This is an optimization exercise on Yosys and OpenROAD, whose aim is small area, not a production implementation. No driver is modelled on the clock port, so clocking that relies on it looks cheaper here than on a real chip. Power and IR drop assume default switching activity.

Setup of v58:
// uart_fifo_tx
module uart_fifo_tx
  #(
    parameter FIFO_DEPTH=16,
    parameter UART_CDIV=434
    )
   (
    input wire 	     clk,
    input wire 	     n_rst,
    input wire [7:0] data,
    input wire 	     n_wr,
    output wire      n_full,
    output wire      uart_tx
    );
   localparam N = FIFO_DEPTH;
   reg [8*N-1:0]     s;         
   reg [N-1:0] 	     v;         
   reg [7:0] 	     h;         
   reg 		     hv;        
   reg 		     held;      
   reg 		     sending;
   reg 		     tx_out;
   reg [8:0] 	     cnt;
   reg [3:0] 	     idx;
   wire 	     transit = held & ~hv;
   assign n_full = ~(&v) | transit;
   assign uart_tx = tx_out;
   wire 	     wr = ~n_wr & n_full;
   wire 	     take = ~held & (|v);
   wire [N:0] 	     rdy;
   assign rdy[N] = ~hv;
   genvar 	     i;
   generate
      for (i = 0; i < N; i = i + 1) begin : g_rdy
	 assign rdy[i] = ~v[i] | rdy[i+1];
      end
   endgenerate
   wire [8*N-1:0]    s_in = {s[8*N-9:0], data};
   wire [N-1:0]      v_in = {v[N-2:0], wr};
   integer 	     k;
   always @(posedge clk) begin
      for (k = 0; k < N; k = k + 1)
	if (rdy[k]) s[8*k +: 8] <= s_in[8*k +: 8];
      if (rdy[N]) h <= s[8*N-8 +: 8];
   end
   localparam [8:0] CNT_LAST = 9'd182;
   wire 	     bit_end = (cnt == CNT_LAST);
   wire 	     release_h = sending & bit_end & (idx == 4'd7);
   always @(posedge clk, negedge n_rst) begin
      if (~n_rst) begin
	 v <= 0;
	 hv <= 1'b0;
	 held <= 1'b0;
	 sending <= 1'b0;
	 tx_out <= 1'b1;
      end
      else begin
	 for (k = 0; k < N; k = k + 1)
	   if (rdy[k]) v[k] <= v_in[k];
	 if (~hv) hv <= v[N-1];
	 else if (release_h) hv <= 1'b0;
	 if (take) held <= 1'b1;
	 else if (release_h) held <= 1'b0;
	 if (~sending) begin
	    if (take) begin
	       sending <= 1'b1;
  ...
==> flow/config.mk <==
export PLATFORM = sky130hd
export DESIGN_NAME = uart_fifo_tx
export DESIGN_NICKNAME = uart_fifo_tx
export VERILOG_FILES = /design/flow/design.v
export SDC_FILE = /design/flow/constraint.sdc
export NUM_CORES = 4
export LEC_CHECK = 0
export CAP_MARGIN = 20
export CORE_MARGIN = 2
export CORE_UTILIZATION = 40
export CTS_BUF_LIST = sky130_fd_sc_hd__clkbuf_8
export SLEW_MARGIN = 20
==> flow/constraint.sdc <==
create_clock -name core_clock -period 10.0 [get_ports {clk}]
set_input_delay 2.0000 -clock core_clock [delete_from_list [all_inputs] [get_ports {clk}]]
set_output_delay 2.0000 -clock core_clock [all_outputs]
set_load 0.01 [all_outputs]
standard.sh (not shown) runs the stock make flow with config.mk's settings and CLKGATE_MAP_FILE= SYNTH_SCRIPT=/design/flow/synth_recipe.tcl, a recipe that flattens the netlist after the stock synthesis.
==> flow/flow/run.sh <==
#!/bin/bash
# The standard layout (standard.sh) with two changes:
# - clock tree synthesis without dummy load cells;
# - port buffers of the smallest buffer cell.
set -euo pipefail
export CTS_ARGS="-sink_clustering_enable -repair_clock_nets -dont_use_dummy_load -root_buf sky130_fd_sc_hd__clkbuf_8 -buf_list {sky130_fd_sc_hd__clkbuf_4 sky130_fd_sc_hd__clkbuf_8}"
export BUFFER_PORTS_ARGS="-buffer_cell sky130_fd_sc_hd__buf_1"
bash standard.sh finish > standard.log 2>&1
v58 went all the way through synthesis, placement and routing and the layout is clean on timing, DRC and antenna.
Inputs modified between v58 and v46:
diff --git a/flow/flow/run.sh b/flow/flow/run.sh
--- a/flow/flow/run.sh
+++ b/flow/flow/run.sh
@@ -6 +6 @@
-export CTS_ARGS="-sink_clustering_enable -repair_clock_nets -dont_use_dummy_load -root_buf sky130_fd_sc_hd__clkbuf_8 -buf_list {sky130_fd_sc_hd__clkbuf_4 sky130_fd_sc_hd__clkbuf_8}"
+export CTS_ARGS="-sink_clustering_enable -repair_clock_nets -dont_use_dummy_load -buf_list sky130_fd_sc_hd__clkbuf_8"
==> comparison <==
v46 -> v58: combined flip-flop and latch cell area delta 0, exact match. v58 → v46: critical path depth closely matched the old numbers, final setup slack of the worst path roughly the same. From v46 to v58, wire length of the first global-routing pass did not move at all.
Input-level comparison between v10 and v46:
Settings: putting CTS_CLUSTER_SIZE at 20 where nothing was set.
==> flow/run.sh (new file) <==
#!/bin/bash
# synth_recipe.tcl (not shown) runs the flow's synth.tcl, then flattens the netlist and writes it again
# the make line also repeats each setting of config.mk as NAME=value (left out here)
make -C /OpenROAD-flow-scripts/flow DESIGN_CONFIG=/design/flow/config.mk WORK_HOME=/design/flow/orfs CLKGATE_MAP_FILE= SYNTH_SCRIPT=/design/flow/synth_recipe.tcl finish
removed: flow/flow/run.sh
removed: flow/standard.sh
Share of the clock period used by the worst path, v10 and v46: lower on v46. Worst setup slack is lower on v10. In the tables for v10 and v46, final non-filler cell total reads higher with v10.
Relative to v10, the following input files were edited for v25:
Settings: a deleted CTS_CLUSTER_SIZE that had been 20.
==> flow/flow/run.sh (new file) <==
#!/bin/bash
# The standard layout (standard.sh) with these changes:
# - clock tree synthesis without dummy load cells, with clkbuf_4 leaf buffers
#   under a clkbuf_16 root; leaf buffers with a large fanout become clkbuf_8
#   (flow/post_cts.tcl);
# - port buffers of the smallest buffer cell.
set -euo pipefail
here=$(pwd)
export CTS_ARGS="-sink_clustering_enable -repair_clock_nets -dont_use_dummy_load -root_buf sky130_fd_sc_hd__clkbuf_16 -buf_list sky130_fd_sc_hd__clkbuf_4"
export POST_CTS_TCL="$here/flow/post_cts.tcl"
export CLK_UPSIZE_FANOUT=13
export BUFFER_PORTS_ARGS="-buffer_cell sky130_fd_sc_hd__buf_1"
bash standard.sh finish > standard.log 2>&1
==> flow/flow/post_cts.tcl (new file) <==
# After clock tree synthesis: a clkbuf_4 that drives many clock pins becomes a
# clkbuf_8, so every flip-flop clock pin keeps a fast edge.
set n_up 0
foreach inst [[ord::get_db_block] getInsts] {
  if { [[$inst getMaster] getName] ne "sky130_fd_sc_hd__clkbuf_4" } { continue }
  set net [[$inst findITerm X] getNet]
  if { $net eq "NULL" } { continue }
  set fanout [expr { [llength [$net getITerms]] - 1 }]
  if { $fanout >= $::env(CLK_UPSIZE_FANOUT) } {
    replace_cell [$inst getName] sky130_fd_sc_hd__clkbuf_8
    incr n_up
  }
}
puts "post_cts: upsized $n_up clock buffers"
if { $n_up > 0 } {
  detailed_placement
  check_placement -verbose
}
==> flow/standard.sh (new file) <==
#!/bin/bash
# synth_recipe.tcl (not shown) runs the flow's synth.tcl, then flattens the netlist and writes it again
# the make line also repeats each setting of config.mk as NAME=value (left out here)
make -C /OpenROAD-flow-scripts/flow DESIGN_CONFIG=/design/flow/config.mk WORK_HOME=/design/flow/orfs CLKGATE_MAP_FILE= SYNTH_SCRIPT=/design/flow/synth_recipe.tcl "${@:-finish}"
removed: flow/run.sh
==> comparison <==
Summary of v25 over v10: worst hold-check slack shows a reduction of 0.017 ns; post-route worst setup slack shows an increase of 0.52 ns; via count shows a reduction of 10; met1 usage in global routing shows a reduction of 0.30 points. Combinational power ended up 23% lower on v25 than on v10. Changes observed in v25 relative to v10: leakage power summed over all cells decreased by 0.12 nW relative to the old numbers, ratio of total power to cell area has decreased. Placeable core region came out exactly the same in v10 and v25.
Function was not checked in any run of this note: the RTL went through the layout flow alone.

========
The RTL this note starts from:
==> flow/design.v <==
`timescale 1ns/1ps
`default_nettype none
module uart_fifo_tx
  #(
    parameter FIFO_DEPTH=16,
    parameter UART_CDIV=434
    )
   (
    input wire 	     clk,
    input wire 	     n_rst,
    input wire [7:0] data,
    input wire 	     n_wr,
    output wire      n_full,
    output wire      uart_tx
    );
   localparam N = FIFO_DEPTH;
   reg [8*N-1:0]     s;         
   reg [N-1:0] 	     v;         
   reg [7:0] 	     h;         
   reg 		     hv;        
   reg 		     held;      
   reg 		     sending;
   reg 		     tx_out;
   reg [8:0] 	     cnt;
   reg [3:0] 	     idx;
   wire 	     transit = held & ~hv;
   assign n_full = ~(&v) | transit;
   assign uart_tx = tx_out;
   wire 	     wr = ~n_wr & n_full;
   wire 	     take = ~held & (|v);
   wire [N:0] 	     rdy;
   assign rdy[N] = ~hv;
   genvar 	     i;
   generate
      for (i = 0; i < N; i = i + 1) begin : g_rdy
	 assign rdy[i] = ~v[i] | rdy[i+1];
      end
   endgenerate
   wire [8*N-1:0]    s_in = {s[8*N-9:0], data};
   wire [N-1:0]      v_in = {v[N-2:0], wr};
   integer 	     k;
   always @(posedge clk) begin
      for (k = 0; k < N; k = k + 1)
	if (rdy[k]) s[8*k +: 8] <= s_in[8*k +: 8];
      if (rdy[N]) h <= s[8*N-8 +: 8];
   end
   localparam [8:0] CNT_LAST = 9'd182;
   wire 	     bit_end = (cnt == CNT_LAST);
   wire 	     release_h = sending & bit_end & (idx == 4'd7);
   always @(posedge clk, negedge n_rst) begin
      if (~n_rst) begin
	 v <= 0;
	 hv <= 1'b0;
	 held <= 1'b0;
	 sending <= 1'b0;
	 tx_out <= 1'b1;
      end
      else begin
	 for (k = 0; k < N; k = k + 1)
	   if (rdy[k]) v[k] <= v_in[k];
	 if (~hv) hv <= v[N-1];
	 else if (release_h) hv <= 1'b0;
	 if (take) held <= 1'b1;
	 else if (release_h) held <= 1'b0;
	 if (~sending) begin
	    if (take) begin
	       sending <= 1'b1;
	       tx_out <= 1'b0;
	    end
	 end
	 else if (bit_end) begin
	    case (idx)
	      4'd8: tx_out <= 1'b1;
	      4'd9: begin
		 if (held | take) tx_out <= 1'b0;
		 else sending <= 1'b0;
	      end
	      default: tx_out <= h[idx[2:0]];
	    endcase
	 end
      end
   end
   always @(posedge clk) begin
      if (~sending | bit_end) cnt <= 0;
      else cnt <= {cnt[7:0], ~(cnt[8] ^ cnt[4])};
      if (~sending | (bit_end & (idx == 4'd9))) idx <= 0;
      else if (bit_end) idx <= idx + 1'b1;
   end
endmodule
`default_nettype wire
clock: 10.0 ns
lec_check: 0
cap_margin: 20
core_margin: 2
core_utilization: 40
cts_buf_list: sky130_fd_sc_hd__clkbuf_8
slew_margin: 20
==> flow/flow/run.sh <==
#!/bin/bash
# The standard layout (standard.sh) with two changes:
# - clock tree synthesis without dummy load cells;
# - port buffers of the smallest buffer cell.
set -euo pipefail
export CTS_ARGS="-sink_clustering_enable -repair_clock_nets -dont_use_dummy_load -sink_clustering_size 24 -sink_clustering_max_diameter 200 -buf_list sky130_fd_sc_hd__clkbuf_8"
export BUFFER_PORTS_ARGS="-buffer_cell sky130_fd_sc_hd__buf_1"
bash standard.sh finish > standard.log 2>&1
The first run produced a clean layout.
Change:
==> flow/run.sh (new file) <==
#!/bin/bash
# synth_recipe.tcl (not shown) runs the flow's synth.tcl, then flattens the netlist and writes it again
# the make line also repeats each setting of config.mk as NAME=value (left out here)
make -C /OpenROAD-flow-scripts/flow DESIGN_CONFIG=/design/flow/config.mk WORK_HOME=/design/flow/orfs CLKGATE_MAP_FILE= SYNTH_SCRIPT=/design/flow/synth_recipe.tcl finish
CTS_BUF_LIST = sky130_fd_sc_hd__clkbuf_2 sky130_fd_sc_hd__clkbuf_4 sky130_fd_sc_hd__clkbuf_8 sky130_fd_sc_hd__clkbuf_16   (was sky130_fd_sc_hd__clkbuf_8)
removed: flow/flow/run.sh
removed: flow/standard.sh
What happened:
- design area goes up by 6.7%
- worst hold slack improved by 7.6 ps
- core utilization goes up by 2.9 points
- die area stays the same
- routed wire length goes up by 3.0%
- power goes up by 24%
Function was not checked in any run of this note: the RTL went through the layout flow alone.

-- re-timing with driven ports --
No port has a modelled driver above. Below, the same layouts with a new extraction and two added sets of constraints.
Step 1: set_driving_cell puts a clkbuf_16 on clk and a buf_2 on each other input, an assumption about the parent block.
Step 2 times the ports against the registers' clock, not the clock port: input delays grow and output delays shrink by t, the midpoint of the rising clock arrivals with the driver on.
a / b / c = ideal / step 1 / step 2; a / b = the first two.
run	shift t [ns]	slack for setup (ns)	hold WS [ns]	worst setup path after step 2
v58	0.460	6.351 / 6.318 / 6.778	0.407 / 0.407 / 0.407	register to output
v46	0.460	6.351 / 6.318 / 6.778	0.407 / 0.407 / 0.407	register to output
v10	0.471	5.900 / 5.867 / 6.338	0.420 / 0.420 / 0.420	register to output
v25	0.391	6.416 / 6.378 / 6.769	0.403 / 0.403 / 0.403	register to output
the first run of note 2	0.460	6.351 / 6.318 / 6.778	0.407 / 0.407 / 0.407	register to output
the second run of note 2	0.450	5.946 / 5.909 / 6.359	0.415 / 0.415 / 0.415	register to output
After both steps every run listed still meets setup and hold.
